This design comes from an exercise in tuning for small area, a short achievable clock period and few clock cycles per item on the open sky130 flow, not from production work. Only simulation tests tie the RTL to the original design; equivalence was not proved.

File: design.v
module fp_carpma(
    input clk_i, rst_i, en_i,
    input [31:0] x1_i, x2_i,
    output [31:0] sonuc_o,
    output done_o
    );
  wire zero = ~|x1_i | ~|x2_i;
  wire [23:0] ma = {1'b1, x1_i[22:0]};
  wire [23:0] mb = {1'b1, x2_i[22:0]};
  reg [1:0] cnt_q;           
  reg [28:0] s_q, c_q;     
  reg cy_q;                  
  reg [7:0] e_q;
  reg sg_q;
  reg z_q;
  wire run = en_i & ~rst_i;
  wire hold = cnt_q[1];
  wire sh = run & ~hold;
  wire hd = run & hold;
  wire [29:0] r1 = {s_q, cy_q} + {c_q, cy_q};
  wire [24:0] ra = r1[29:5];
  wire [11:0] q = cnt_q[0] ? mb[23:12] : mb[11:0];
  wire [12:0] qx = {q, 1'b0};
  wire [5:0] ng, one, two;
  genvar g;
  generate for (g = 0; g < 6; g = g + 1) begin : bd
    wire b0 = qx[2*g];
    wire b1 = qx[2*g+1];
    wire b2 = qx[2*g+2];
    assign ng[g] = b2;
    assign one[g] = b1 ^ b0;
    assign two[g] = (b2 & ~b1 & ~b0) | (~b2 & b1 & b0);
  end endgenerate
  wire [24:0] bp0 = (({1'b0, ma} & {25{one[0]}}) | ({ma, 1'b0} & {25{two[0]}})) ^ {25{ng[0]}};
  wire [24:0] bp1 = (({1'b0, ma} & {25{one[1]}}) | ({ma, 1'b0} & {25{two[1]}})) ^ {25{ng[1]}};
  wire [24:0] bp2 = (({1'b0, ma} & {25{one[2]}}) | ({ma, 1'b0} & {25{two[2]}})) ^ {25{ng[2]}};
  wire [24:0] bp3 = (({1'b0, ma} & {25{one[3]}}) | ({ma, 1'b0} & {25{two[3]}})) ^ {25{ng[3]}};
  wire [24:0] bp4 = (({1'b0, ma} & {25{one[4]}}) | ({ma, 1'b0} & {25{two[4]}})) ^ {25{ng[4]}};
  wire [24:0] bp5 = (({1'b0, ma} & {25{one[5]}}) | ({ma, 1'b0} & {25{two[5]}})) ^ {25{ng[5]}};
  wire [23:0] pr = ma & {24{q[11]}};
  wire fs0 = ra[1] ^ ng[0] ^ bp0[0];
  wire fc0 = (ra[1] & ng[0]) | (ra[1] & bp0[0]) | (ng[0] & bp0[0]);
  wire fs1 = ra[3] ^ ng[1] ^ bp0[2];
  wire fc1 = (ra[3] & ng[1]) | (ra[3] & bp0[2]) | (ng[1] & bp0[2]);
  wire fs2 = ra[4] ^ bp0[3] ^ bp1[1];
  wire fc2 = (ra[4] & bp0[3]) | (ra[4] & bp1[1]) | (bp0[3] & bp1[1]);
  wire fs3 = ra[5] ^ ng[2] ^ bp0[4];
  wire fc3 = (ra[5] & ng[2]) | (ra[5] & bp0[4]) | (ng[2] & bp0[4]);
  wire fs4 = ra[6] ^ bp0[5] ^ bp1[3];
  wire fc4 = (ra[6] & bp0[5]) | (ra[6] & bp1[3]) | (bp0[5] & bp1[3]);
  wire fs5 = ra[7] ^ ng[3] ^ bp0[6];
  wire fc5 = (ra[7] & ng[3]) | (ra[7] & bp0[6]) | (ng[3] & bp0[6]);
  wire fs6 = bp1[4] ^ bp2[2] ^ bp3[0];
  wire fc6 = (bp1[4] & bp2[2]) | (bp1[4] & bp3[0]) | (bp2[2] & bp3[0]);
  wire hs0 = ra[8] ^ bp0[7];
  wire hc0 = ra[8] & bp0[7];
  wire fs7 = ra[9] ^ ng[4] ^ bp0[8];
  wire fc7 = (ra[9] & ng[4]) | (ra[9] & bp0[8]) | (ng[4] & bp0[8]);
  wire hs1 = ra[10] ^ bp0[9];
  wire hc1 = ra[10] & bp0[9];
  wire fs8 = ra[11] ^ ng[5] ^ bp0[10];
  wire fc8 = (ra[11] & ng[5]) | (ra[11] & bp0[10]) | (ng[5] & bp0[10]);
  wire hs2 = bp1[8] ^ bp2[6];
  wire hc2 = bp1[8] & bp2[6];
  wire fs9 = ra[12] ^ bp0[11] ^ bp1[9];
  wire fc9 = (ra[12] & bp0[11]) | (ra[12] & bp1[9]) | (bp0[11] & bp1[9]);
  wire hs3 = bp2[7] ^ bp3[5];
  wire hc3 = bp2[7] & bp3[5];
  wire fs10 = ra[13] ^ pr[0] ^ bp0[12];
  wire fc10 = (ra[13] & pr[0]) | (ra[13] & bp0[12]) | (pr[0] & bp0[12]);
  wire fs11 = bp1[10] ^ bp2[8] ^ bp3[6];
  wire fc11 = (bp1[10] & bp2[8]) | (bp1[10] & bp3[6]) | (bp2[8] & bp3[6]);
  wire fs12 = ra[14] ^ pr[1] ^ bp0[13];
  wire fc12 = (ra[14] & pr[1]) | (ra[14] & bp0[13]) | (pr[1] & bp0[13]);
  wire fs13 = bp1[11] ^ bp2[9] ^ bp3[7];
  wire fc13 = (bp1[11] & bp2[9]) | (bp1[11] & bp3[7]) | (bp2[9] & bp3[7]);
  wire fs14 = ra[15] ^ pr[2] ^ bp0[14];
  wire fc14 = (ra[15] & pr[2]) | (ra[15] & bp0[14]) | (pr[2] & bp0[14]);
  wire fs15 = bp1[12] ^ bp2[10] ^ bp3[8];
  wire fc15 = (bp1[12] & bp2[10]) | (bp1[12] & bp3[8]) | (bp2[10] & bp3[8]);
  wire fs16 = ra[16] ^ pr[3] ^ bp0[15];
  wire fc16 = (ra[16] & pr[3]) | (ra[16] & bp0[15]) | (pr[3] & bp0[15]);
  wire fs17 = bp1[13] ^ bp2[11] ^ bp3[9];
  wire fc17 = (bp1[13] & bp2[11]) | (bp1[13] & bp3[9]) | (bp2[11] & bp3[9]);
  wire fs18 = ra[17] ^ pr[4] ^ bp0[16];
  wire fc18 = (ra[17] & pr[4]) | (ra[17] & bp0[16]) | (pr[4] & bp0[16]);
  wire fs19 = bp1[14] ^ bp2[12] ^ bp3[10];
  wire fc19 = (bp1[14] & bp2[12]) | (bp1[14] & bp3[10]) | (bp2[12] & bp3[10]);
  wire fs20 = ra[18] ^ pr[5] ^ bp0[17];
  wire fc20 = (ra[18] & pr[5]) | (ra[18] & bp0[17]) | (pr[5] & bp0[17]);
  wire fs21 = bp1[15] ^ bp2[13] ^ bp3[11];
  wire fc21 = (bp1[15] & bp2[13]) | (bp1[15] & bp3[11]) | (bp2[13] & bp3[11]);
  wire fs22 = ra[19] ^ pr[6] ^ bp0[18];
  wire fc22 = (ra[19] & pr[6]) | (ra[19] & bp0[18]) | (pr[6] & bp0[18]);
  wire fs23 = bp1[16] ^ bp2[14] ^ bp3[12];
  wire fc23 = (bp1[16] & bp2[14]) | (bp1[16] & bp3[12]) | (bp2[14] & bp3[12]);
  wire fs24 = ra[20] ^ pr[7] ^ bp0[19];
  wire fc24 = (ra[20] & pr[7]) | (ra[20] & bp0[19]) | (pr[7] & bp0[19]);
  wire fs25 = bp1[17] ^ bp2[15] ^ bp3[13];
  wire fc25 = (bp1[17] & bp2[15]) | (bp1[17] & bp3[13]) | (bp2[15] & bp3[13]);
  wire fs26 = ra[21] ^ pr[8] ^ bp0[20];
  wire fc26 = (ra[21] & pr[8]) | (ra[21] & bp0[20]) | (pr[8] & bp0[20]);
  wire fs27 = bp1[18] ^ bp2[16] ^ bp3[14];
  wire fc27 = (bp1[18] & bp2[16]) | (bp1[18] & bp3[14]) | (bp2[16] & bp3[14]);
  wire fs28 = ra[22] ^ pr[9] ^ bp0[21];
  wire fc28 = (ra[22] & pr[9]) | (ra[22] & bp0[21]) | (pr[9] & bp0[21]);
  wire fs29 = bp1[19] ^ bp2[17] ^ bp3[15];
  wire fc29 = (bp1[19] & bp2[17]) | (bp1[19] & bp3[15]) | (bp2[17] & bp3[15]);
  wire fs30 = ra[23] ^ pr[10] ^ bp0[22];
  wire fc30 = (ra[23] & pr[10]) | (ra[23] & bp0[22]) | (pr[10] & bp0[22]);
  wire fs31 = bp1[20] ^ bp2[18] ^ bp3[16];
  wire fc31 = (bp1[20] & bp2[18]) | (bp1[20] & bp3[16]) | (bp2[18] & bp3[16]);
  wire fs32 = ra[24] ^ pr[11] ^ bp0[23];
  wire fc32 = (ra[24] & pr[11]) | (ra[24] & bp0[23]) | (pr[11] & bp0[23]);
  wire fs33 = bp1[21] ^ bp2[19] ^ bp3[17];
  wire fc33 = (bp1[21] & bp2[19]) | (bp1[21] & bp3[17]) | (bp2[19] & bp3[17]);
  wire fs34 = pr[12] ^ bp0[24] ^ bp1[22];
  wire fc34 = (pr[12] & bp0[24]) | (pr[12] & bp1[22]) | (bp0[24] & bp1[22]);
  wire hs4 = bp2[20] ^ bp3[18];
  wire hc4 = bp2[20] & bp3[18];
  wire fs35 = 1'b1 ^ pr[13] ^ ~ng[0];
  wire fc35 = (1'b1 & pr[13]) | (1'b1 & ~ng[0]) | (pr[13] & ~ng[0]);
  wire fs36 = bp1[23] ^ bp2[21] ^ bp3[19];
  wire fc36 = (bp1[23] & bp2[21]) | (bp1[23] & bp3[19]) | (bp2[21] & bp3[19]);
  wire fs37 = 1'b1 ^ pr[14] ^ bp1[24];
  wire fc37 = (1'b1 & pr[14]) | (1'b1 & bp1[24]) | (pr[14] & bp1[24]);
  wire hs5 = bp2[22] ^ bp3[20];
  wire hc5 = bp2[22] & bp3[20];
  wire fs38 = pr[15] ^ ~ng[1] ^ bp2[23];
  wire fc38 = (pr[15] & ~ng[1]) | (pr[15] & bp2[23]) | (~ng[1] & bp2[23]);
  wire hs6 = 1'b1 ^ pr[16];
  wire hc6 = 1'b1 & pr[16];
  wire fs39 = ra[2] ^ bp0[1] ^ fc0;
  wire fc39 = (ra[2] & bp0[1]) | (ra[2] & fc0) | (bp0[1] & fc0);
  wire fs40 = bp1[2] ^ bp2[0] ^ fc2;
  wire fc40 = (bp1[2] & bp2[0]) | (bp1[2] & fc2) | (bp2[0] & fc2);
  wire fs41 = bp2[1] ^ fc3 ^ fs4;
  wire fc41 = (bp2[1] & fc3) | (bp2[1] & fs4) | (fc3 & fs4);
  wire fs42 = fc4 ^ fs5 ^ fs6;
  wire fc42 = (fc4 & fs5) | (fc4 & fs6) | (fs5 & fs6);
  wire fs43 = bp1[5] ^ bp2[3] ^ bp3[1];
  wire fc43 = (bp1[5] & bp2[3]) | (bp1[5] & bp3[1]) | (bp2[3] & bp3[1]);
  wire hs7 = hs0 ^ fc5;
  wire hc7 = hs0 & fc5;
  wire fs44 = bp1[6] ^ bp2[4] ^ bp3[2];
  wire fc44 = (bp1[6] & bp2[4]) | (bp1[6] & bp3[2]) | (bp2[4] & bp3[2]);
  wire fs45 = bp4[0] ^ hc0 ^ fs7;
  wire fc45 = (bp4[0] & hc0) | (bp4[0] & fs7) | (hc0 & fs7);
  wire fs46 = bp1[7] ^ bp2[5] ^ bp3[3];
  wire fc46 = (bp1[7] & bp2[5]) | (bp1[7] & bp3[3]) | (bp2[5] & bp3[3]);
  wire fs47 = bp4[1] ^ hs1 ^ fc7;
  wire fc47 = (bp4[1] & hs1) | (bp4[1] & fc7) | (hs1 & fc7);
  wire fs48 = bp3[4] ^ bp4[2] ^ bp5[0];
  wire fc48 = (bp3[4] & bp4[2]) | (bp3[4] & bp5[0]) | (bp4[2] & bp5[0]);
  wire fs49 = hc1 ^ hs2 ^ fs8;
  wire fc49 = (hc1 & hs2) | (hc1 & fs8) | (hs2 & fs8);
  wire fs50 = bp4[3] ^ bp5[1] ^ hc2;
  wire fc50 = (bp4[3] & bp5[1]) | (bp4[3] & hc2) | (bp5[1] & hc2);
  wire fs51 = hs3 ^ fc8 ^ fs9;
  wire fc51 = (hs3 & fc8) | (hs3 & fs9) | (fc8 & fs9);
  wire fs52 = bp4[4] ^ bp5[2] ^ hc3;
  wire fc52 = (bp4[4] & bp5[2]) | (bp4[4] & hc3) | (bp5[2] & hc3);
  wire fs53 = fc9 ^ fs10 ^ fs11;
  wire fc53 = (fc9 & fs10) | (fc9 & fs11) | (fs10 & fs11);
  wire fs54 = bp4[5] ^ bp5[3] ^ fc10;
  wire fc54 = (bp4[5] & bp5[3]) | (bp4[5] & fc10) | (bp5[3] & fc10);
  wire fs55 = fc11 ^ fs12 ^ fs13;
  wire fc55 = (fc11 & fs12) | (fc11 & fs13) | (fs12 & fs13);
  wire fs56 = bp4[6] ^ bp5[4] ^ fc12;
  wire fc56 = (bp4[6] & bp5[4]) | (bp4[6] & fc12) | (bp5[4] & fc12);
  wire fs57 = fc13 ^ fs14 ^ fs15;
  wire fc57 = (fc13 & fs14) | (fc13 & fs15) | (fs14 & fs15);
  wire fs58 = bp4[7] ^ bp5[5] ^ fc14;
  wire fc58 = (bp4[7] & bp5[5]) | (bp4[7] & fc14) | (bp5[5] & fc14);
  wire fs59 = fc15 ^ fs16 ^ fs17;
  wire fc59 = (fc15 & fs16) | (fc15 & fs17) | (fs16 & fs17);
  wire fs60 = bp4[8] ^ bp5[6] ^ fc16;
  wire fc60 = (bp4[8] & bp5[6]) | (bp4[8] & fc16) | (bp5[6] & fc16);
  wire fs61 = fc17 ^ fs18 ^ fs19;
  wire fc61 = (fc17 & fs18) | (fc17 & fs19) | (fs18 & fs19);
  wire fs62 = bp4[9] ^ bp5[7] ^ fc18;
  wire fc62 = (bp4[9] & bp5[7]) | (bp4[9] & fc18) | (bp5[7] & fc18);
  wire fs63 = fc19 ^ fs20 ^ fs21;
  wire fc63 = (fc19 & fs20) | (fc19 & fs21) | (fs20 & fs21);
  wire fs64 = bp4[10] ^ bp5[8] ^ fc20;
  wire fc64 = (bp4[10] & bp5[8]) | (bp4[10] & fc20) | (bp5[8] & fc20);
  wire fs65 = fc21 ^ fs22 ^ fs23;
  wire fc65 = (fc21 & fs22) | (fc21 & fs23) | (fs22 & fs23);
  wire fs66 = bp4[11] ^ bp5[9] ^ fc22;
  wire fc66 = (bp4[11] & bp5[9]) | (bp4[11] & fc22) | (bp5[9] & fc22);
  wire fs67 = fc23 ^ fs24 ^ fs25;
  wire fc67 = (fc23 & fs24) | (fc23 & fs25) | (fs24 & fs25);
  wire fs68 = bp4[12] ^ bp5[10] ^ fc24;
  wire fc68 = (bp4[12] & bp5[10]) | (bp4[12] & fc24) | (bp5[10] & fc24);
  wire fs69 = fc25 ^ fs26 ^ fs27;
  wire fc69 = (fc25 & fs26) | (fc25 & fs27) | (fs26 & fs27);
  wire fs70 = bp4[13] ^ bp5[11] ^ fc26;
  wire fc70 = (bp4[13] & bp5[11]) | (bp4[13] & fc26) | (bp5[11] & fc26);
  wire fs71 = fc27 ^ fs28 ^ fs29;
  wire fc71 = (fc27 & fs28) | (fc27 & fs29) | (fs28 & fs29);
  wire fs72 = bp4[14] ^ bp5[12] ^ fc28;
  wire fc72 = (bp4[14] & bp5[12]) | (bp4[14] & fc28) | (bp5[12] & fc28);
  wire fs73 = fc29 ^ fs30 ^ fs31;
  wire fc73 = (fc29 & fs30) | (fc29 & fs31) | (fs30 & fs31);
  wire fs74 = bp4[15] ^ bp5[13] ^ fc30;
  wire fc74 = (bp4[15] & bp5[13]) | (bp4[15] & fc30) | (bp5[13] & fc30);
  wire fs75 = fc31 ^ fs32 ^ fs33;
  wire fc75 = (fc31 & fs32) | (fc31 & fs33) | (fs32 & fs33);
  wire fs76 = bp4[16] ^ bp5[14] ^ hs4;
  wire fc76 = (bp4[16] & bp5[14]) | (bp4[16] & hs4) | (bp5[14] & hs4);
  wire fs77 = fc32 ^ fc33 ^ fs34;
  wire fc77 = (fc32 & fc33) | (fc32 & fs34) | (fc33 & fs34);
  wire fs78 = bp4[17] ^ bp5[15] ^ hc4;
  wire fc78 = (bp4[17] & bp5[15]) | (bp4[17] & hc4) | (bp5[15] & hc4);
  wire fs79 = fs35 ^ fc34 ^ fs36;
  wire fc79 = (fs35 & fc34) | (fs35 & fs36) | (fc34 & fs36);
  wire fs80 = bp4[18] ^ bp5[16] ^ fc35;
  wire fc80 = (bp4[18] & bp5[16]) | (bp4[18] & fc35) | (bp5[16] & fc35);
  wire fs81 = hs5 ^ fc36 ^ fs37;
  wire fc81 = (hs5 & fc36) | (hs5 & fs37) | (fc36 & fs37);
  wire fs82 = bp3[21] ^ bp4[19] ^ bp5[17];
  wire fc82 = (bp3[21] & bp4[19]) | (bp3[21] & bp5[17]) | (bp4[19] & bp5[17]);
  wire fs83 = hc5 ^ fc37 ^ fs38;
  wire fc83 = (hc5 & fc37) | (hc5 & fs38) | (fc37 & fs38);
  wire fs84 = bp2[24] ^ bp3[22] ^ bp4[20];
  wire fc84 = (bp2[24] & bp3[22]) | (bp2[24] & bp4[20]) | (bp3[22] & bp4[20]);
  wire fs85 = bp5[18] ^ hs6 ^ fc38;
  wire fc85 = (bp5[18] & hs6) | (bp5[18] & fc38) | (hs6 & fc38);
  wire fs86 = pr[17] ^ ~ng[2] ^ bp3[23];
  wire fc86 = (pr[17] & ~ng[2]) | (pr[17] & bp3[23]) | (~ng[2] & bp3[23]);
  wire fs87 = bp4[21] ^ bp5[19] ^ hc6;
  wire fc87 = (bp4[21] & bp5[19]) | (bp4[21] & hc6) | (bp5[19] & hc6);
  wire fs88 = 1'b1 ^ pr[18] ^ bp3[24];
  wire fc88 = (1'b1 & pr[18]) | (1'b1 & bp3[24]) | (pr[18] & bp3[24]);
  wire hs8 = bp4[22] ^ bp5[20];
  wire hc8 = bp4[22] & bp5[20];
  wire fs89 = pr[19] ^ ~ng[3] ^ bp4[23];
  wire fc89 = (pr[19] & ~ng[3]) | (pr[19] & bp4[23]) | (~ng[3] & bp4[23]);
  wire hs9 = 1'b1 ^ pr[20];
  wire hc9 = 1'b1 & pr[20];
  wire fs90 = bp1[0] ^ fs1 ^ fc39;
  wire fc90 = (bp1[0] & fs1) | (bp1[0] & fc39) | (fs1 & fc39);
  wire hs10 = fc6 ^ fs43;
  wire hc10 = fc6 & fs43;
  wire fs91 = fc43 ^ fs44 ^ hc7;
  wire fc91 = (fc43 & fs44) | (fc43 & hc7) | (fs44 & hc7);
  wire fs92 = fc44 ^ fs46 ^ fc45;
  wire fc92 = (fc44 & fs46) | (fc44 & fc45) | (fs46 & fc45);
  wire fs93 = fc46 ^ fs48 ^ fc47;
  wire fc93 = (fc46 & fs48) | (fc46 & fc47) | (fs48 & fc47);
  wire fs94 = fc48 ^ fs50 ^ fc49;
  wire fc94 = (fc48 & fs50) | (fc48 & fc49) | (fs50 & fc49);
  wire fs95 = fc50 ^ fs52 ^ fc51;
  wire fc95 = (fc50 & fs52) | (fc50 & fc51) | (fs52 & fc51);
  wire fs96 = fc52 ^ fc53 ^ fs54;
  wire fc96 = (fc52 & fc53) | (fc52 & fs54) | (fc53 & fs54);
  wire fs97 = fc54 ^ fc55 ^ fs56;
  wire fc97 = (fc54 & fc55) | (fc54 & fs56) | (fc55 & fs56);
  wire fs98 = fc56 ^ fc57 ^ fs58;
  wire fc98 = (fc56 & fc57) | (fc56 & fs58) | (fc57 & fs58);
  wire fs99 = fc58 ^ fc59 ^ fs60;
  wire fc99 = (fc58 & fc59) | (fc58 & fs60) | (fc59 & fs60);
  wire fs100 = fc60 ^ fc61 ^ fs62;
  wire fc100 = (fc60 & fc61) | (fc60 & fs62) | (fc61 & fs62);
  wire fs101 = fc62 ^ fc63 ^ fs64;
  wire fc101 = (fc62 & fc63) | (fc62 & fs64) | (fc63 & fs64);
  wire fs102 = fc64 ^ fc65 ^ fs66;
  wire fc102 = (fc64 & fc65) | (fc64 & fs66) | (fc65 & fs66);
  wire fs103 = fc66 ^ fc67 ^ fs68;
  wire fc103 = (fc66 & fc67) | (fc66 & fs68) | (fc67 & fs68);
  wire fs104 = fc68 ^ fc69 ^ fs70;
  wire fc104 = (fc68 & fc69) | (fc68 & fs70) | (fc69 & fs70);
  wire fs105 = fc70 ^ fc71 ^ fs72;
  wire fc105 = (fc70 & fc71) | (fc70 & fs72) | (fc71 & fs72);
  wire fs106 = fc72 ^ fc73 ^ fs74;
  wire fc106 = (fc72 & fc73) | (fc72 & fs74) | (fc73 & fs74);
  wire fs107 = fs76 ^ fc74 ^ fc75;
  wire fc107 = (fs76 & fc74) | (fs76 & fc75) | (fc74 & fc75);
  wire fs108 = fc76 ^ fs78 ^ fc77;
  wire fc108 = (fc76 & fs78) | (fc76 & fc77) | (fs78 & fc77);
  wire fs109 = fc78 ^ fs80 ^ fc79;
  wire fc109 = (fc78 & fs80) | (fc78 & fc79) | (fs80 & fc79);
  wire fs110 = fs82 ^ fc80 ^ fc81;
  wire fc110 = (fs82 & fc80) | (fs82 & fc81) | (fc80 & fc81);
  wire fs111 = fc82 ^ fs84 ^ fc83;
  wire fc111 = (fc82 & fs84) | (fc82 & fc83) | (fs84 & fc83);
  wire fs112 = fc84 ^ fs86 ^ fs87;
  wire fc112 = (fc84 & fs86) | (fc84 & fs87) | (fs86 & fs87);
  wire fs113 = hs8 ^ fc86 ^ fc87;
  wire fc113 = (hs8 & fc86) | (hs8 & fc87) | (fc86 & fc87);
  wire fs114 = bp5[21] ^ hc8 ^ fc88;
  wire fc114 = (bp5[21] & hc8) | (bp5[21] & fc88) | (hc8 & fc88);
  wire fs115 = bp4[24] ^ bp5[22] ^ hs9;
  wire fc115 = (bp4[24] & bp5[22]) | (bp4[24] & hs9) | (bp5[22] & hs9);
  wire fs116 = pr[21] ^ ~ng[4] ^ bp5[23];
  wire fc116 = (pr[21] & ~ng[4]) | (pr[21] & bp5[23]) | (~ng[4] & bp5[23]);
  wire hs11 = 1'b1 ^ pr[22];
  wire hc11 = 1'b1 & pr[22];
  wire fs117 = fc1 ^ fs2 ^ fc90;
  wire fc117 = (fc1 & fs2) | (fc1 & fc90) | (fs2 & fc90);
  wire hs12 = fs3 ^ fs40;
  wire hc12 = fs3 & fs40;
  wire hs13 = fc40 ^ fs41;
  wire hc13 = fc40 & fs41;
  wire hs14 = fc41 ^ fs42;
  wire hc14 = fc41 & fs42;
  wire fs118 = hs7 ^ hs10 ^ fc42;
  wire fc118 = (hs7 & hs10) | (hs7 & fc42) | (hs10 & fc42);
  wire fs119 = hc10 ^ fs45 ^ fs91;
  wire fc119 = (hc10 & fs45) | (hc10 & fs91) | (fs45 & fs91);
  wire fs120 = fs47 ^ fc91 ^ fs92;
  wire fc120 = (fs47 & fc91) | (fs47 & fs92) | (fc91 & fs92);
  wire fs121 = fs49 ^ fc92 ^ fs93;
  wire fc121 = (fs49 & fc92) | (fs49 & fs93) | (fc92 & fs93);
  wire fs122 = fs51 ^ fc93 ^ fs94;
  wire fc122 = (fs51 & fc93) | (fs51 & fs94) | (fc93 & fs94);
  wire fs123 = fs53 ^ fc94 ^ fs95;
  wire fc123 = (fs53 & fc94) | (fs53 & fs95) | (fc94 & fs95);
  wire fs124 = fs55 ^ fc95 ^ fs96;
  wire fc124 = (fs55 & fc95) | (fs55 & fs96) | (fc95 & fs96);
  wire fs125 = fs57 ^ fc96 ^ fs97;
  wire fc125 = (fs57 & fc96) | (fs57 & fs97) | (fc96 & fs97);
  wire fs126 = fs59 ^ fc97 ^ fs98;
  wire fc126 = (fs59 & fc97) | (fs59 & fs98) | (fc97 & fs98);
  wire fs127 = fs61 ^ fc98 ^ fs99;
  wire fc127 = (fs61 & fc98) | (fs61 & fs99) | (fc98 & fs99);
  wire fs128 = fs63 ^ fc99 ^ fs100;
  wire fc128 = (fs63 & fc99) | (fs63 & fs100) | (fc99 & fs100);
  wire fs129 = fs65 ^ fc100 ^ fs101;
  wire fc129 = (fs65 & fc100) | (fs65 & fs101) | (fc100 & fs101);
  wire fs130 = fs67 ^ fc101 ^ fs102;
  wire fc130 = (fs67 & fc101) | (fs67 & fs102) | (fc101 & fs102);
  wire fs131 = fs69 ^ fc102 ^ fs103;
  wire fc131 = (fs69 & fc102) | (fs69 & fs103) | (fc102 & fs103);
  wire fs132 = fs71 ^ fc103 ^ fs104;
  wire fc132 = (fs71 & fc103) | (fs71 & fs104) | (fc103 & fs104);
  wire fs133 = fs73 ^ fc104 ^ fs105;
  wire fc133 = (fs73 & fc104) | (fs73 & fs105) | (fc104 & fs105);
  wire fs134 = fs75 ^ fc105 ^ fs106;
  wire fc134 = (fs75 & fc105) | (fs75 & fs106) | (fc105 & fs106);
  wire fs135 = fs77 ^ fc106 ^ fs107;
  wire fc135 = (fs77 & fc106) | (fs77 & fs107) | (fc106 & fs107);
  wire fs136 = fs79 ^ fc107 ^ fs108;
  wire fc136 = (fs79 & fc107) | (fs79 & fs108) | (fc107 & fs108);
  wire fs137 = fs81 ^ fc108 ^ fs109;
  wire fc137 = (fs81 & fc108) | (fs81 & fs109) | (fc108 & fs109);
  wire fs138 = fs83 ^ fc109 ^ fs110;
  wire fc138 = (fs83 & fc109) | (fs83 & fs110) | (fc109 & fs110);
  wire fs139 = fs85 ^ fc110 ^ fs111;
  wire fc139 = (fs85 & fc110) | (fs85 & fs111) | (fc110 & fs111);
  wire fs140 = fc85 ^ fs112 ^ fc111;
  wire fc140 = (fc85 & fs112) | (fc85 & fc111) | (fs112 & fc111);
  wire fs141 = fs88 ^ fc112 ^ fs113;
  wire fc141 = (fs88 & fc112) | (fs88 & fs113) | (fc112 & fs113);
  wire fs142 = fs89 ^ fc113 ^ fs114;
  wire fc142 = (fs89 & fc113) | (fs89 & fs114) | (fc113 & fs114);
  wire fs143 = fc89 ^ fs115 ^ fc114;
  wire fc143 = (fc89 & fs115) | (fc89 & fc114) | (fs115 & fc114);
  wire fs144 = hc9 ^ fs116 ^ fc115;
  wire fc144 = (hc9 & fs116) | (hc9 & fc115) | (fs116 & fc115);
  wire fs145 = bp5[24] ^ hs11 ^ fc116;
  wire fc145 = (bp5[24] & hs11) | (bp5[24] & fc116) | (hs11 & fc116);
  wire fs146 = pr[23] ^ ~ng[5] ^ hc11;
  wire fc146 = (pr[23] & ~ng[5]) | (pr[23] & hc11) | (~ng[5] & hc11);
  wire [36:0] ts = {fs146, fs145, fs144, fc142, fc141, fs141, fc139, fc138, fc137, fc136, fc135, fc134, fc133, fc132, fc131, fc130, fc129, fc128, fc127, fc126, fc125, fc124, fc123, fc122, fc121, fc120, fc119, fc118, hc14, hc13, hc12, hs12, fs117, fs90, fs39, fs0, ra[0]};
  wire [36:0] tc = {fc145, fc144, fc143, fs143, fs142, fc140, fs140, fs139, fs138, fs137, fs136, fs135, fs134, fs133, fs132, fs131, fs130, fs129, fs128, fs127, fs126, fs125, fs124, fs123, fs122, fs121, fs120, fs119, fs118, hs14, hs13, fc117, 1'b0, 1'b0, 1'b0, 1'b0, 1'b0};
  wire [8:0] lo_sum = ts[7:0] + tc[7:0];
  always @(posedge clk_i) begin
    cnt_q <= run ? (hold ? cnt_q : cnt_q + 2'd1) : 2'd0;
    s_q <= (ts[36:8] & {29{sh}}) | (s_q & {29{hd}});
    c_q <= (tc[36:8] & {29{sh}}) | (c_q & {29{hd}});
    cy_q <= (lo_sum[8] & sh) | (cy_q & hd);
    e_q <= x1_i[30:23] + x2_i[30:23] + 8'd129;
    sg_q <= x1_i[31] ^ x2_i[31];
    z_q <= zero;
  end
  wire [22:0] man = ra[24] ? ra[23:1] : ra[22:0];
  wire [7:0] e_inc = e_q + 8'd1;
  wire [7:0] e = ra[24] ? e_inc : e_q;
  assign sonuc_o = {sg_q, e, man} & {32{~z_q}};
  assign done_o = hold;
endmodule
File: flow/run.sh
#!/bin/bash
set -uo pipefail
export BUFFER_PORTS_ARGS="-buffer_cell sky130_fd_sc_hd__buf_2"
export SYNTH_ARGS="-noabc"
bash standard.sh > flow.log 2>&1
File: standard.sh
#!/bin/bash
# synth_recipe.tcl (not shown) runs the flow's synth.tcl, then flattens the netlist and writes it again
# the make line also repeats each setting of config.mk as NAME=value (left out here)
make -C /OpenROAD-flow-scripts/flow DESIGN_CONFIG=/design/flow/config.mk WORK_HOME=/design/flow/orfs CLKGATE_MAP_FILE= SYNTH_SCRIPT=/design/flow/synth_recipe.tcl "${@:-finish}"
File: config.mk
export PLATFORM = sky130hd
export DESIGN_NAME = fp_carpma
export DESIGN_NICKNAME = fp_carpma
export VERILOG_FILES = /design/flow/design.v
export SDC_FILE = /design/flow/constraint.sdc
export NUM_CORES = 4
export LEC_CHECK = 0
export ABC_AREA = 1
export CAP_MARGIN = 20
export CORE_MARGIN = 2
export CORE_UTILIZATION = 40
export SETUP_SLACK_MARGIN = 4.5
export SLEW_MARGIN = 20
File: constraint.sdc
create_clock -name core_clock -period 10.0 [get_ports {clk_i}]
set_input_delay 2.0000 -clock core_clock [delete_from_list [all_inputs] [get_ports {clk_i}]]
set_output_delay 2.0000 -clock core_clock [all_outputs]
set_load 0.01 [all_outputs]
==> results_dict.tcl, run 1 <==
set metrics [dict create \
    nets 1683 \
    area_delta_synth_final_pct 10.7 \
    start_util 0.407 \
    die_w_um 172 \
    cp_slowest_stage_delay_ns 0.54 \
    ys_async_sr_fraction 0 \
    synth_area_leaders "fa_1 (25%), dfxtp_1 (13%), xor2_1 (12%)" \
    skew_ns 0.0221 \
    wirelength_mm 37.5 \
    crit_chain "buf_2, or2_1, o21ai_4, bufinv_16, nand3_1, nand2_2, clkinv_2, o22ai_1, xor2_1, fa_1, fa_1, fa_1, fa_1, a22o_1" \
    crit_path_start_kind "input pin" \
    min_period_over_period 0.540 \
    slew_headroom 0.377 \
    worst_pin_slew_ns 0.934 \
    synth_nets 1636 \
    synth.avg_cell_area_um2 8.29 \
    final_max_slew_viol_count 0 \
    h-tree-depth 3 \
    status "complete, no violations" \
    diodes 0 \
    yosys.area.top_type "fa_1" \
    final_util 0.451 \
    ys_ff_latch 71 \
    cts_max_path_buffers 2 \
    crit_family "adder cells" \
    cpMostUsedCell "fa_1" \
    synth_area_um2 11300 \
    hpwl_mm 28.2 \
    hold-worst-slack_ns 0.477 \
    die_area_um2 29700 \
    min_path_type "flop to flop" \
    yosysTopAreaCellShare 0.247 \
    arrival_ns 5.63 \
    rsz0062_at_grt "no" \
    antenna_found_initial 0 \
    tritoncts "built" \
    firstDrtPassIters 5 \
    crit_type "input pin to flop" \
    first_iter_violations 867 \
    ant_nets 0 \
    row_count 61 \
    fin_crit_ns 5.40 \
    globalplace.congestion 0.890 \
    core-area_um2 27900 \
    cts_buffers 9 \
    crit_fanout 15 \
    fin_setup_tns_ns 0 \
    setup_violations 0 \
    grt_max_degree 61 \
    maxCapViolations 0 \
    ys_types 43 \
    clock_latency_ns 0.36 \
    post_drt_via_cell_ratio 5.69 \
    synth_top_flop_cell "dfxtp_1" \
    synth_edf_count 0 \
    grt_pass1_wl_mm 57.4 \
    slowest_stage "fa_1" \
    drc 0 \
    grt_pass1_vias 9825 \
    io_pins 100 \
    nFillCells 2740 \
    fmaxAchievable_mhz 185 \
    mostFrequentLayoutCells "nand2_1 (193), xor2_1 (159), fa_1 (140)" \
    synthCells 1368 \
    clkTransAtPathRegs_ns 0.06 \
    root_buffer "clkbuf_16" \
    critPathRequiredTime_ns 10.24 \
    grt_usage 0.253 \
    end_kind "flop" \
    final_hold_viol_count 0 \
    r2r_slack_ns 5.16 \
    post_drt_wl_per_cell_um 20.8 \
    final_common_cell "nand2_1" \
    clkSinkCount 71 \
    worst_slack_ns 4.60 \
    vias 10200 \
    die_y_um 172 \
    portBuffers 99 \
    pre_cts_ws_ns 3.55 \
    worst-path-buf-inv 3 \
    ys_seq_area_frac 0.125 \
    drive_gt1_frac 0.152 \
    grt_overflow 0 \
    yosys_warnings 1 \
]
## worst register-to-register path, cell delays in order (launching register included)
cell and delay, ns:
dfxtp_1 0.94, inv_4 0.22, or2_1 0.31, o21ai_4 0.10, buf_4 0.16, nand3_1 0.08
nand2_2 0.17, clkinv_2 0.25, o22ai_1 0.22, xor2_1 0.21, fa_1 0.46, fa_1 0.42
fa_1 0.54, fa_1 0.41, a22o_1 0.23
## per-stage QoR
| stage | cells | cell area [um^2] |
|---|---|---|
| 6_report | 1798 | 12600 |
| 5_1_grt | 1798 | 12600 |
| 4_1_cts | 1782 | 12300 |
| 3_5_place_dp | 1764 | 11900 |
| 3_3_place_gp | 1764 | 11900 |
| 2_1_floorplan | 1368 | 11300 |
## routing by layer
metal	vias up	routed length [um]	global-route usage
met2	482	16800	0.400
li1	4695	-	-
met1	4997	16500	0.356
met4	0	846	0.0607
met3	62	3370	0.0472
met5	-	0	0
## path summary, 6_finish.rpt
check                               from      end  cells past startpoint
worst max register to register  cnt_q[0]  c_q[15]                     14
worst min register to register   s_q[15]  s_q[15]                      1
worst max-delay path            x2_i[15]  c_q[15]                     14
worst min-delay path             s_q[15]  s_q[15]                      1
## registers in the layout, indices dropped and copies added, names as in the netlist
name,flops
cy_q,1
z_q,1
e_q,8
c_q,29
cnt_q,2
sg_q,1
s_q,29
## area by class of cell
type / instances / area (um^2) / area share
Clock inverter: 5 / 33.8 / 0.00269
Multi-Input combinational cell: 1080 / 9100 / 0.725
Timing Repair Buffer: 118 / 666 / 0.0530
Timing Repair inverter: 5 / 38.8 / 0.00309
Clock buffer: 11 / 243 / 0.0193
Inverter: 130 / 581 / 0.0462
Sequential cell: 71 / 1420 / 0.113
Tap cell: 378 / 473 / 0.0377
## Yosys cell counts, types with 10 or more instances
library cell / instances
nand2_1: 198
xor2_1: 161
fa_1: 140
inv_1: 117
nor2_1: 103
o22ai_1: 101
dfxtp_1: 71
ha_1: 61
a21oi_1: 55
a22o_1: 55
o21ai_0: 38
clkbuf_1: 32
nand3_1: 32
o22ai_2: 31
buf_1: 21
nor4_1: 18
buf_2: 16
buf_4: 13
xnor2_1: 13
inv_2: 10
## logic make-up after synthesis
family	share of synthesized area
simple gates	0.148
buf+inv	0.0826
fa+ha+maj	0.314
compound gates	0.195
flops	0.125
xor+xnor	0.134
## what timing repair did
action                     4_1_cts  5_1_grt
setup endpoints to repair       45       38
setup buffers                    1       11
gates resized for setup         20       25
pin swaps                        0       17
cloned                           1        5
hold buffers                     0        0
Testbench counts, summed over its fixed seeds: cycles 7,192, items 2,400.
==> inputs of run 2 (changes only) <==
==> run.sh (new file) <==
#!/bin/bash
# synth_recipe.tcl (not shown) runs the flow's synth.tcl, then flattens the netlist and writes it again
# the make line also repeats each setting of config.mk as NAME=value (left out here)
make -C /OpenROAD-flow-scripts/flow DESIGN_CONFIG=/design/flow/config.mk WORK_HOME=/design/flow/orfs CLKGATE_MAP_FILE= SYNTH_SCRIPT=/design/flow/synth_recipe.tcl finish
--- a/config.mk
+++ b/config.mk
@@ -9,5 +9,5 @@
 export CAP_MARGIN = 20
 export CORE_MARGIN = 2
 export CORE_UTILIZATION = 40
-export SETUP_SLACK_MARGIN = 4.5
+export SETUP_SLACK_MARGIN = 4
 export SLEW_MARGIN = 20
removed: flow/run.sh
removed: standard.sh
==> run 2 against run 1 <==
Against the previous run:
- global-route usage grew 0.16 points
- final cell count grew 15%
- maximum frequency shrank 8.0%
- synthesized cell count grew 18%
- non-clock buffer count grew 2
- design area grew 12%
- largest cell class unchanged
==> results_dict.tcl, run 2 <==
set metrics [dict create \
    final_common_cell "inv_1" \
    crit_type "input pin to flop" \
    vias 11100 \
    clkSinkCount 71 \
    die_area_um2 32200 \
    maxCapViolations 0 \
    antenna_found_initial 0 \
    root_buffer "clkbuf_16" \
    cp_slowest_stage_delay_ns 0.59 \
    synth_top_flop_cell "dfxtp_1" \
    start_util 0.405 \
    wirelength_mm 41.6 \
    tritoncts "built" \
    min_from "cy_q" \
    synth_nets 1876 \
    yosysTopAreaCellShare 0.223 \
    drc 0 \
    min_period_over_period 0.586 \
    globalplace.congestion 0.897 \
    grt_pass1_wl_mm 63.8 \
    final_hold_viol_count 0 \
    synth_edf_count 0 \
    core-area_um2 30400 \
    clock_latency_ns 0.35 \
    mostFrequentLayoutCells "inv_1 (276), nand2_1 (259), xor2_1 (158)" \
    min_path_type "flop to flop" \
    yosys_warnings 1 \
    die_w_um 179 \
    reg2reg_from "cnt_q[0]" \
    clkTransAtPathRegs_ns 0.06 \
    r2r_slack_ns 4.93 \
    fin_setup_tns_ns 0 \
    cts_buffers 9 \
    crit_chain "clkdlybuf4s50_1, or2_1, o21ai_2, buf_12, buf_4, o21ai_2, nand2_8, o22ai_2, xor2_1, fa_1, inv_1, fa_1, fa_1, inv_1, fa_1, o21ai_0" \
    slowest_stage "fa_1" \
    rsz0062_at_grt "yes" \
    status "complete, no violations" \
    io_pins 100 \
    hpwl_mm 32.0 \
    reg2reg_to "c_q[6]" \
    ys_async_sr_fraction 0 \
    firstDrtPassIters 6 \
    grt_overflow 0 \
    met3_usage 0.0456 \
    use_met2 0.394 \
    fin_crit_ns 5.86 \
    reg.largest.list "c_q x29, s_q x29, e_q x8" \
    cp-startpoint "x2_i[19]" \
    yosys.area.top_type "fa_1" \
    nets 1922 \
    slew_headroom 0.351 \
    die_y_um 179 \
    nFillCells 3107 \
    row_count 64 \
    synth_area_um2 12300 \
    crit_fanout 12 \
    crit_path_start_kind "input pin" \
    ys_ff_latch 71 \
    cts_max_path_buffers 2 \
    final_max_slew_viol_count 0 \
    synthTopCellsByCount "inv_1 (277), nand2_1 (265), xor2_1 (158), fa_1 (137), nor2_1 (119)" \
    diodes 0 \
    cpMostUsedCell "fa_1" \
    reg2reg_depth 16 \
    post_drt_wl_per_cell_um 20.2 \
    portBuffers 99 \
    ys_types 43 \
    grt_max_degree 61 \
    skew_ns 0.0162 \
    h-tree-depth 3 \
    fmaxAchievable_mhz 171 \
    busiest_layer "met2" \
    synth_area_leaders "fa_1 (22%), dfxtp_1 (12%), xor2_1 (11%)" \
    drive_gt1_frac 0.0938 \
    area_delta_synth_final_pct 13.9 \
    worstHoldEndpoint "cy_q" \
    grt_pass1_vias 11100 \
    first_iter_violations 923 \
    critPathRequiredTime_ns 10.19 \
    met1_usage 0.354 \
    grt_usage 0.254 \
    holdPathStages 2 \
    synth.most_common_cell "inv_1" \
    ys_seq_area_frac 0.115 \
    synth.avg_cell_area_um2 7.64 \
    end_kind "flop" \
    holdBufCountCts 0 \
    post_drt_via_cell_ratio 5.41 \
    worst_pin_slew_ns 0.964 \
    synthCells 1612 \
    setup_violations 0 \
    ant_nets 0 \
    arrival_ns 6.06 \
]
## run 2: changes by cell type after synthesis, sizes merged, moves of 14 or more
cell,before,now
nand2,203,284
o21ai,49,108
a21oi,55,41
nor2,104,120
a22o,55,3
inv,129,285
## run 2: stage by stage
step / hold WS (ns) / area (um^2) / instances / util / setup WS (ns)
after floorplan: 0.426 / 12300 / 1612 / - / 4.59
after global placement: 0.443 / 13400 / 2030 / 0.440 / 3.29
after detailed placement: 0.452 / 13400 / 2030 / 0.440 / 3.23
after CTS: 0.464 / 13800 / 2047 / 0.453 / 4.00
after global routing: 0.494 / 14000 / 2059 / 0.461 / 3.98
final: 0.461 / 14000 / 2059 / 0.461 / 4.14
## run 2: cell families after synthesis
group	synth area share
DFF	0.115
muxes	0.00163
buffers and inverters	0.129
xor gates and xnor gates	0.120
adders and majority gates	0.284
and+or+nand+nor	0.175
AOI/OAI and AO/OA	0.175
## run 2: layout make-up
| class | count | area (um^2) | area share |
|---|---|---|---|
| Sequential cell | 71 | 1420 | 0.101 |
| Clock inverter | 6 | 67.6 | 0.00482 |
| Inverter | 285 | 1070 | 0.0767 |
| Clock buffer | 10 | 239 | 0.0170 |
| Timing Repair Buffer | 120 | 1240 | 0.0885 |
| Tap cell | 396 | 495 | 0.0353 |
| Multi-Input combinational cell | 1171 | 9480 | 0.676 |
## run 2: worst max path at each step
stage	slack, ns	to	depth (start not counted)
finish	4.14	c_q[6]	16
global route	3.98	c_q[5]	15
CTS	4.00	c_q[5]	15
detailed placement	3.23	c_q[5]	16
global placement	3.29	c_q[5]	16
floorplan	4.59	c_q[17]	15
## run 2: worst max-delay path, delay by kind of cell
family / cells / cell delay [ns]
AO/OA/AOI/OAI: 4 / 0.64
XOR/XNOR: 1 / 0.11
adder cells (fa/ha/maj): 4 / 2.08
buffers and inverters: 5 / 0.93
AND/OR/NAND/NOR: 2 / 0.27
## run 2: timing repair
item / 4_1_cts / 5_1_grt
pin swaps: 1 / 3
gates cloned: 0 / 4
setup buffers: 1 / 8
setup endpoints to repair: 46 / 39
resized for setup: 20 / 24
## run 2: routing by layer
layer | routed length [um] | vias to the layer above
li1 | - | 5220
met1 | 18400 | 5383
met2 | 18200 | 458
met3 | 3410 | 78
met4 | 1530 | 0
met5 | 0 | -
==> inputs of run 3 (changes only) <==
==> flow/run.sh (new file) <==
#!/bin/bash
set -uo pipefail
export BUFFER_PORTS_ARGS="-buffer_cell sky130_fd_sc_hd__buf_1"
export SYNTH_ARGS="-noabc"
bash standard.sh > flow.log 2>&1
==> standard.sh (new file) <==
#!/bin/bash
# synth_recipe.tcl (not shown) runs the flow's synth.tcl, then flattens the netlist and writes it again
# the make line also repeats each setting of config.mk as NAME=value (left out here)
make -C /OpenROAD-flow-scripts/flow DESIGN_CONFIG=/design/flow/config.mk WORK_HOME=/design/flow/orfs CLKGATE_MAP_FILE= SYNTH_SCRIPT=/design/flow/synth_recipe.tcl "${@:-finish}"
--- a/config.mk
+++ b/config.mk
@@ -9,5 +9,5 @@
 export CAP_MARGIN = 20
 export CORE_MARGIN = 2
 export CORE_UTILIZATION = 40
-export SETUP_SLACK_MARGIN = 4
+export SETUP_SLACK_MARGIN = 4.75
 export SLEW_MARGIN = 20
removed: run.sh
==> run 3 against run 2 <==
Against the previous run:
- die area shrank 7.7%
- maximum frequency grew 12%
- utilization grew 0.40 points
- synthesized cell count shrank 15%
- critical endpoint is now c_q[13]
- largest cell class unchanged
==> results_dict.tcl, run 3 <==
set metrics [dict create \
    r2r_slack_ns 5.26 \
    status "complete, no violations" \
    portBuffers 99 \
    die_w_um 172 \
    h-tree-depth 3 \
    final_hold_viol_count 0 \
    fin_crit_ns 5.26 \
    clkSinkCount 71 \
    first_iter_violations 868 \
    reg2reg_depth 14 \
    crit_fanout 6 \
    maxCapViolations 0 \
    firstDrtPassIters 5 \
    synth_edf_count 0 \
    synthTopCellsByCount "nand2_1 (198), xor2_1 (161), fa_1 (140), inv_1 (117), nor2_1 (103)" \
    drc 0 \
    grt_overflow 0 \
    worst_slack_ns 4.74 \
    globalplace.congestion 0.899 \
    yosys.area.top_type "fa_1" \
    vias 10400 \
    die_y_um 172 \
    worst_pin_slew_ns 0.955 \
    slowest_stage "fa_2" \
    fmaxAchievable_mhz 190 \
    nets 1693 \
    io_pins 100 \
    clock_latency_ns 0.35 \
    cts_max_path_buffers 2 \
    drive_gt1_frac 0.127 \
    crit_family "adder cells" \
    worst-path-buf-inv 3 \
    tritoncts "built" \
    fin_setup_tns_ns 0 \
    crit_chain "buf_6, or2_4, o21ai_4, bufinv_16, nor3_4, nor2_4, buf_6, o22ai_1, xor2_1, fa_2, fa_2, fa_2, fa_1, a22o_1" \
    crit_type "input pin to flop" \
    clkTransAtPathRegs_ns 0.06 \
    root_buffer "clkbuf_16" \
    synth_top_flop_cell "dfxtp_1" \
    ys_types 43 \
    ant_nets 0 \
    final_common_cell "nand2_1" \
    yosysTopAreaCellShare 0.247 \
    grt_max_degree 61 \
    grt_pass1_vias 9960 \
    min_period_over_period 0.526 \
    synthCells 1368 \
    synth.avg_cell_area_um2 8.29 \
    hpwl_mm 28.2 \
    crit_end "c_q[13]" \
    min_path_type "flop to flop" \
    cp_num_cells 14 \
    grt_pass1_wl_mm 58.4 \
    skew_ns 0.0151 \
    synth.most_common_cell "nand2_1" \
    wirelength_mm 38.3 \
    reg.largest.list "c_q x29, s_q x29, e_q x8" \
    arrival_ns 5.49 \
    reg2reg_from "cnt_q[0]" \
    area_delta_synth_final_pct 14.2 \
    mostFrequentLayoutCells "nand2_1 (188), xor2_1 (151), inv_1 (116)" \
    nFillCells 2683 \
    rsz0062_at_grt "yes" \
    die_area_um2 29700 \
    diodes 0 \
    post_drt_via_cell_ratio 5.73 \
    ys_seq_area_frac 0.125 \
    slew_headroom 0.362 \
    post_drt_wl_per_cell_um 21.2 \
    synth_area_um2 11300 \
    crit_path_start_kind "input pin" \
    yosys_warnings 1 \
    grt_usage 0.260 \
    synth_area_leaders "fa_1 (25%), dfxtp_1 (13%), xor2_1 (12%)" \
    pre_cts_ws_ns 3.60 \
    reg2reg_to "c_q[13]" \
    cpMostUsedCell "fa_2" \
    cp_slowest_stage_delay_ns 0.55 \
    core-area_um2 27900 \
    final_util 0.465 \
    cp-startpoint "x2_i[15]" \
    critPathRequiredTime_ns 10.23 \
    ys_ff_latch 71 \
    end_kind "flop" \
    hold-worst-slack_ns 0.475 \
    antenna_found_initial 0 \
    cts_buffers 9 \
    start_util 0.407 \
    row_count 61 \
    ys_async_sr_fraction 0 \
    final_max_slew_viol_count 0 \
    synth_nets 1636 \
    setup_violations 0 \
]
==> run 3: cell types whose count changed after synthesis, moves of 29 or more <==
| cell | delta |
|---|---|
| o22ai_2 | -29 |
| a22o_1 | +52 |
| inv_1 | -160 |
| o22ai_1 | +29 |
| o21ai_0 | -58 |
| nand2_1 | -67 |
==> run 3: cells by family (layout without fill, tap and decap cells) <==
family,count (synthesis),count (layout),share of synthesized area
AND/OR/NAND/NOR,393,393,0.148
AO/OA/AOI/OAI,311,312,0.195
buffers and inverters,218,279,0.0826
adder cells (fa/ha/maj),201,201,0.314
XOR/XNOR,174,174,0.134
flip-flops,71,71,0.125
==> run 3: worst reg2reg max path: stages (launching register included) <==
cell	delay, ns
dfxtp_1	0.95
inv_4	0.22
or2_4	0.31
o21ai_4	0.07
bufinv_16	0.21
nor3_4	0.16
nor2_4	0.09
buf_6	0.16
o22ai_1	0.14
xor2_1	0.24
fa_2	0.51
fa_2	0.37
fa_2	0.55
fa_1	0.41
a22o_1	0.23
==> run 3: area by class of cell <==
| cell class | instances | area (um^2) | share of cell area |
|---|---|---|---|
| Clock buffer | 12 | 256 | 0.0198 |
| Sequential cell | 71 | 1420 | 0.110 |
| Timing Repair inverter | 6 | 46.3 | 0.00358 |
| Timing Repair Buffer | 127 | 704 | 0.0544 |
| Tap cell | 378 | 473 | 0.0365 |
| Multi-Input combinational cell | 1080 | 9390 | 0.725 |
| Clock inverter | 4 | 52.6 | 0.00406 |
| Inverter | 130 | 602 | 0.0465 |
==> run 3: per-stage QoR <==
step,instances,cell area [um^2]
after detailed placement,1764,11900
after global placement,1764,11900
after floorplan,1368,11400
after CTS,1796,12500
final,1808,12900
after global routing,1808,12900
==> run 3: worst min-delay path by stage <==
| stage | slack [ns] | end | cells past startpoint | startpoint |
|---|---|---|---|---|
| 6_report | 0.48 | s_q[19] | 1 | s_q[19] |
| 3_3_place_gp | 0.46 | s_q[28] | 2 | s_q[28] |
| 4_1_cts | 0.48 | c_q[26] | 1 | c_q[26] |
| 2_1_floorplan | 0.43 | s_q[27] | 2 | s_q[27] |
| 3_5_place_dp | 0.46 | c_q[26] | 1 | c_q[26] |
| 5_1_grt | 0.50 | s_q[19] | 1 | s_q[19] |
==> run 3: routing by layer <==
metal	global-route usage	vias to the layer above	routed length (um)
li1	-	4713	-
met1	0.359	5039	16400
met2	0.408	538	17100
met3	0.0575	70	3640
met4	0.0782	0	1170
met5	0	-	0
==> run 3: timing repair <==
action	4_1_cts	5_1_grt
resized for setup	47	63
pin swaps	12	32
hold buffers	0	0
setup endpoints to repair	79	74
cloned	8	2
buffers inserted	8	10
==> inputs of run 4 (changes only) <==
--- a/config.mk
+++ b/config.mk
@@ -9,5 +9,5 @@
 export CAP_MARGIN = 20
 export CORE_MARGIN = 2
 export CORE_UTILIZATION = 40
-export SETUP_SLACK_MARGIN = 4.75
+export SETUP_SLACK_MARGIN = 4.25
 export SLEW_MARGIN = 20
==> run 4 against run 3 <==
Against the previous run:
- first-iteration DRC count down 9.8%
- critical path type unchanged
- final cell count down 1.4%
- clock skew up 0.0015 ns
- non-clock buffer count down 19
- global-route usage down 0.94 points
- setup slack worse by 0.31 ns
- register-to-register slack worse by 0.21 ns
==> results_dict.tcl, run 4 <==
set metrics [dict create \
    synth_xor_area_frac 0.134 \
    grt_max_degree 61 \
    ant_nets 0 \
    arrival_ns 5.81 \
    skew_ns 0.0166 \
    status "complete, no violations" \
    clkSinkCount 71 \
    final_common_cell "nand2_1" \
    io_pins 100 \
    critPathRequiredTime_ns 10.24 \
    first_iter_violations 783 \
    crit_type "input pin to flop" \
    reg.largest.list "c_q x29, s_q x29, e_q x8" \
    ys_seq_area_frac 0.125 \
    grt_usage 0.251 \
    r2r_slack_ns 5.05 \
    synth_top_flop_cell "dfxtp_1" \
    mostFrequentLayoutCells "nand2_1 (194), xor2_1 (161), fa_1 (140)" \
    tritoncts "built" \
    synth_fa_ha_area_frac 0.314 \
    post_drt_wl_per_cell_um 20.4 \
    synthTopCellsByCount "nand2_1 (198), xor2_1 (161), fa_1 (140), inv_1 (117), nor2_1 (103)" \
    fin_setup_tns_ns 0 \
    post_drt_via_cell_ratio 5.66 \
    ys_types 43 \
    final_hold_viol_count 0 \
    synth_top_family_by_area "adder cells" \
    crit_end "c_q[19]" \
    antenna_found_initial 0 \
    globalplace.congestion 0.917 \
    maxCapViolations 0 \
    yosysTopAreaCellShare 0.247 \
    ys_ff_latch 71 \
    fin_crit_ns 5.57 \
    end_kind "flop" \
    rsz0062_at_grt "no" \
    synth_edf_count 0 \
    grt_overflow 0 \
    drive_gt1_frac 0.0662 \
    min_path_type "flop to flop" \
    crit_path_start_kind "input pin" \
    reg2reg_depth 14 \
    start_util 0.407 \
    drc 0 \
    cts_buffers 9 \
    cts_max_path_buffers 2 \
    synthCells 1368 \
    diodes 0 \
    ys_async_sr_fraction 0 \
    firstDrtPassIters 7 \
    reg2reg_from "cnt_q[0]" \
    worst_pin_slew_ns 0.989 \
    slew_headroom 0.338 \
    cp-startpoint "x2_i[19]" \
    vias 10100 \
    fmaxAchievable_mhz 180 \
    clkTransAtPathRegs_ns 0.06 \
    h-tree-depth 3 \
    yosys.area.top_type "fa_1" \
    synth-compound-area-share 0.195 \
    synth_nets 1636 \
    die_y_um 172 \
    clock_latency_ns 0.35 \
    die_area_um2 29700 \
    yosys_warnings 1 \
    die_w_um 172 \
    min_period_over_period 0.557 \
    synth_area_leaders "fa_1 (25%), dfxtp_1 (13%), xor2_1 (12%)" \
    grt_pass1_vias 9756 \
    synth.most_common_cell "nand2_1" \
    setup_violations 0 \
    final_max_slew_viol_count 0 \
    area_delta_synth_final_pct 7.06 \
    grt_pass1_wl_mm 56.9 \
    hpwl_mm 28.1 \
    holdBufCountCts 0 \
    row_count 61 \
    synth.avg_cell_area_um2 8.29 \
    nFillCells 2832 \
    core-area_um2 27900 \
    root_buffer "clkbuf_16" \
    synth_area_um2 11300 \
    reg2reg_to "c_q[19]" \
    portBuffers 99 \
    crit_fanout 28 \
    nets 1668 \
    synth-simple-area-share 0.148 \
    wirelength_mm 36.4 \
    synthMuxAreaShare 0 \
]
-- run 4: cell count changes in the layout (fill, tap and decap cells not counted), moves of 6 or more --
cell and change:
fa_1 +30, fa_2 -30, o22ai_1 +11, xor2_1 +10, xor2_2 -10, buf_6 -8
buf_4 -7, o22ai_2 -7, nand2_1 +6
-- run 4: cells by family (layout without fill, tap and decap cells) --
| kind of cell | Yosys count | in the layout |
|---|---|---|
| AO/OA/AOI/OAI | 311 | 311 |
| XOR/XNOR | 174 | 174 |
| adder cells (fa/ha/maj) | 201 | 201 |
| buffers and inverters | 218 | 255 |
| flip-flops | 71 | 71 |
| AND/OR/NAND/NOR | 393 | 393 |
-- run 4: worst min path at each step --
| stage | start | slack (ns) | end | cells after the start |
|---|---|---|---|---|
| after floorplan | s_q[27] | 0.43 | s_q[27] | 2 |
| after global placement | c_q[3] | 0.46 | c_q[3] | 1 |
| after detailed placement | s_q[25] | 0.46 | s_q[25] | 1 |
| after CTS | s_q[11] | 0.48 | s_q[11] | 1 |
| after global routing | c_q[0] | 0.49 | c_q[0] | 1 |
| final | c_q[3] | 0.47 | c_q[3] | 1 |
-- run 4: cell type report --
type | count | area [um^2] | share of cell area
Multi-Input combinational cell | 1079 | 9010 | 0.742
Inverter | 130 | 520 | 0.0429
Timing Repair Buffer | 108 | 445 | 0.0367
Tap cell | 378 | 473 | 0.0389
Clock buffer | 10 | 229 | 0.0189
Sequential cell | 71 | 1420 | 0.117
Timing Repair inverter | 1 | 7.51 | 0.000618
Clock inverter | 6 | 37.5 | 0.00309
-- run 4: routing by layer --
metal	GRT usage	wire length (um)	vias up	share of wire
met2	0.394	16300	451	0.45
met5	0	0	-	0
met4	0.0592	654	0	0.018
li1	-	-	4662	-
met3	0.0419	2940	47	0.081
met1	0.360	16600	4936	0.45
-- run 4: critical path, cell delays in order --
cell and delay (ns):
buf_1 0.09, or2_1 0.14, o21ai_4 0.12, inv_4 0.42, nor3_2 0.09, nor2_2 0.11, buf_4 0.37, o22ai_2 0.12
xor2_1 0.23, fa_1 0.51, fa_1 0.41, fa_1 0.53, fa_1 0.41, a22o_1 0.23
-- run 4: what timing repair did --
item	in CTS	in global routing
gates resized for setup	4	13
buffers inserted	0	1
endpoints found under the setup margin	37	34
cloned	0	1
-- run 4: stage by stage --
stage	util	cells	area (um^2)	worst slack (ns)	hold slack, ns
3_3_place_gp	0.424	1765	11800	3.64	0.459
6_report	0.436	1783	12100	4.43	0.474
4_1_cts	0.434	1781	12100	4.28	0.479
5_1_grt	0.436	1783	12100	4.26	0.490
3_5_place_dp	0.424	1765	11800	3.62	0.464
2_1_floorplan	-	1368	11300	4.68	0.435
==> inputs of run 5 (changes only) <==
--- a/config.mk
+++ b/config.mk
@@ -9,5 +9,5 @@
 export CAP_MARGIN = 20
 export CORE_MARGIN = 2
 export CORE_UTILIZATION = 40
-export SETUP_SLACK_MARGIN = 4.25
+export SETUP_SLACK_MARGIN = 4.5
 export SLEW_MARGIN = 20
==> run 5 against run 4 <==
Against the previous run:
- still clean on timing, DRC and antenna
- final cell count is 0.95% higher
- utilization is 1.3 points higher
- sequential share of layout area decreased by 0.33 points
- routed wire length grew 2.9%
- critical path depth did not move
- critical endpoint is now c_q[20]
==> results_dict.tcl, run 5 <==
set metrics [dict create \
    die_y_um 172 \
    worst_pin_slew_ns 0.938 \
    critPathRequiredTime_ns 10.24 \
    yosys_warnings 1 \
    globalplace.congestion 0.917 \
    clkTransAtPathRegs_ns 0.06 \
    cp-startpoint "x2_i[17]" \
    fin_crit_ns 5.38 \
    ys_ff_latch 71 \
    grt_pass1_vias 9782 \
    min_from "c_q[3]" \
    ant_nets 0 \
    skew_ns 0.0185 \
    grt_usage 0.252 \
    ys_async_sr_fraction 0 \
    synth_edf_count 0 \
    end_kind "flop" \
    diodes 0 \
    holdPathStages 1 \
    reg2reg_from "cnt_q[0]" \
    yosysTopAreaCellShare 0.247 \
    nets 1685 \
    clock_latency_ns 0.35 \
    hpwl_mm 28.1 \
    synth_nets 1636 \
    synthTopCellsByCount "nand2_1 (198), xor2_1 (161), fa_1 (140), inv_1 (117), nor2_1 (103)" \
    min_period_over_period 0.538 \
    ys_seq_area_frac 0.125 \
    final_hold_viol_count 0 \
    arrival_ns 5.61 \
    final_common_cell "nand2_1" \
    post_drt_via_cell_ratio 5.73 \
    fin_setup_tns_ns 0 \
    die_area_um2 29700 \
    synth_area_leaders "fa_1 (25%), dfxtp_1 (13%), xor2_1 (12%)" \
    grt_overflow 0 \
    tritoncts "built" \
    status "complete, no violations" \
    worstHoldEndpoint "c_q[3]" \
    crit_fanout 23 \
    die_w_um 172 \
    crit_type "input pin to flop" \
    drive_gt1_frac 0.0830 \
    holdBufCountCts 0 \
    final_util 0.448 \
    antenna_found_initial 0 \
    post_drt_wl_per_cell_um 20.8 \
    fmaxAchievable_mhz 186 \
    reg.largest.list "c_q x29, s_q x29, e_q x8" \
    first_iter_violations 831 \
    portBuffers 99 \
    ys_types 43 \
    grt_max_degree 61 \
    grt_pass1_wl_mm 57.1 \
    synthCells 1368 \
    start_util 0.407 \
    synth.most_common_cell "nand2_1" \
    slew_headroom 0.374 \
    reg2reg_to "c_q[20]" \
    core-area_um2 27900 \
    yosys.area.top_type "fa_1" \
    synth_area_um2 11300 \
    io_pins 100 \
    nFillCells 2795 \
    cts_max_path_buffers 2 \
    r2r_slack_ns 5.14 \
    synth_top_flop_cell "dfxtp_1" \
    drc 0 \
    min_path_type "flop to flop" \
    root_buffer "clkbuf_16" \
    setup_violations 0 \
    cts_buffers 9 \
    vias 10300 \
    synth.avg_cell_area_um2 8.29 \
    mostFrequentLayoutCells "nand2_1 (192), xor2_1 (160), fa_1 (140)" \
    reg2reg_depth 14 \
    area_delta_synth_final_pct 10.1 \
    row_count 61 \
    final_max_slew_viol_count 0 \
    crit_path_start_kind "input pin" \
    wirelength_mm 37.5 \
    h-tree-depth 3 \
    maxCapViolations 0 \
    rsz0062_at_grt "no" \
    clkSinkCount 71 \
    firstDrtPassIters 5 \
]
==> run 5: cell counts after synthesis <==
Identical to the previous run, type by type.
==> run 5: per-stage QoR <==
stage	hold slack (ns)	instances	area, um^2	setup WS, ns
floorplan	0.435	1368	11300	4.68
global placement	0.459	1765	11800	3.64
detailed placement	0.464	1765	11800	3.62
CTS	0.479	1784	12200	4.51
global route	0.490	1800	12500	4.50
finish	0.473	1800	12500	4.62
==> run 5: kinds of logic (layout without fill, tap and decap cells) <==
group,after synthesis,count (layout),synth area share
compound gates,311,312,0.195
fa+ha+maj,201,201,0.314
buf+inv,218,271,0.0826
simple gates,393,393,0.148
xor+xnor,174,174,0.134
flops,71,71,0.125
==> run 5: worst max-delay path by stage <==
stage / cells past startpoint / to
4_1_cts: 14 / c_q[11]
2_1_floorplan: 15 / c_q[13]
3_3_place_gp: 12 / c_q[16]
6_report: 14 / c_q[20]
5_1_grt: 14 / c_q[14]
3_5_place_dp: 12 / c_q[15]
==> run 5: cell type report <==
type / count / area (um^2) / area share
Tap cell: 378 / 473 / 0.0379
Clock buffer: 10 / 229 / 0.0183
Inverter: 130 / 601 / 0.0481
Timing Repair inverter: 5 / 40.0 / 0.00321
Sequential cell: 71 / 1420 / 0.114
Timing Repair Buffer: 120 / 592 / 0.0474
Clock inverter: 6 / 37.5 / 0.00300
Multi-Input combinational cell: 1080 / 9100 / 0.728
==> run 5: repair_timing <==
action / in CTS / in global routing
pin swaps: 0 / 13
endpoints found under the setup margin: 46 / 44
gates resized for setup: 14 / 38
buffers inserted: 2 / 10
hold endpoints to repair: 0 / 0
cloned: 1 / 6
==> run 5: routing by layer <==
metal  vias to the layer above  GRT usage  share of wire
met3                        58     0.0385          0.087
li1                       4702          -              -
met5                         -          0              0
met4                         0     0.0625          0.022
met2                       489      0.396           0.44
met1                      5059      0.363           0.45
==> run 5: critical path, cell delays in order <==
cell and delay (ns):
buf_1 0.08, or2_1 0.27, o21ai_4 0.11, bufinv_16 0.24, nand2_1 0.07, nand2_1 0.09, bufinv_16 0.28, o22ai_2 0.11
xor2_2 0.19, fa_1 0.47, fa_1 0.46, fa_1 0.54, fa_1 0.43, a22o_1 0.24

-- separate check: timing with driven ports --
The flow's constraints put no driver on any port. The routed layouts listed below were extracted and timed again, unchanged, in two steps.
Step 1, drivers: a clkbuf_16 drives clk_i and a buf_2 each remaining input, both assumed.
Step 2, shift: input delay + t, output delay - t, t = (earliest + latest rising clock arrival at the registers) / 2. This alone moves slack from input paths to output paths.
Three values: no drivers, after step 1, after step 2; two values: the first two.
run	t (ns)	setup slack, ns	worst register clock-pin slew, ns
run 1	0.389	4.603 / 4.605 / 4.216	0.08 / 0.08
run 2	0.382	4.136 / 4.151 / 3.769	0.07 / 0.07
run 3	0.386	4.742 / 4.745 / 4.359	0.07 / 0.07
run 4	0.384	4.429 / 4.448 / 4.064	0.07 / 0.07
run 5	0.388	4.621 / 4.645 / 4.257	0.07 / 0.07
After both steps setup and hold are still met in every run listed. For run 1, which loses most, drivers alone change the setup slack by +0.002 ns; drivers and shift together by -0.387 ns.
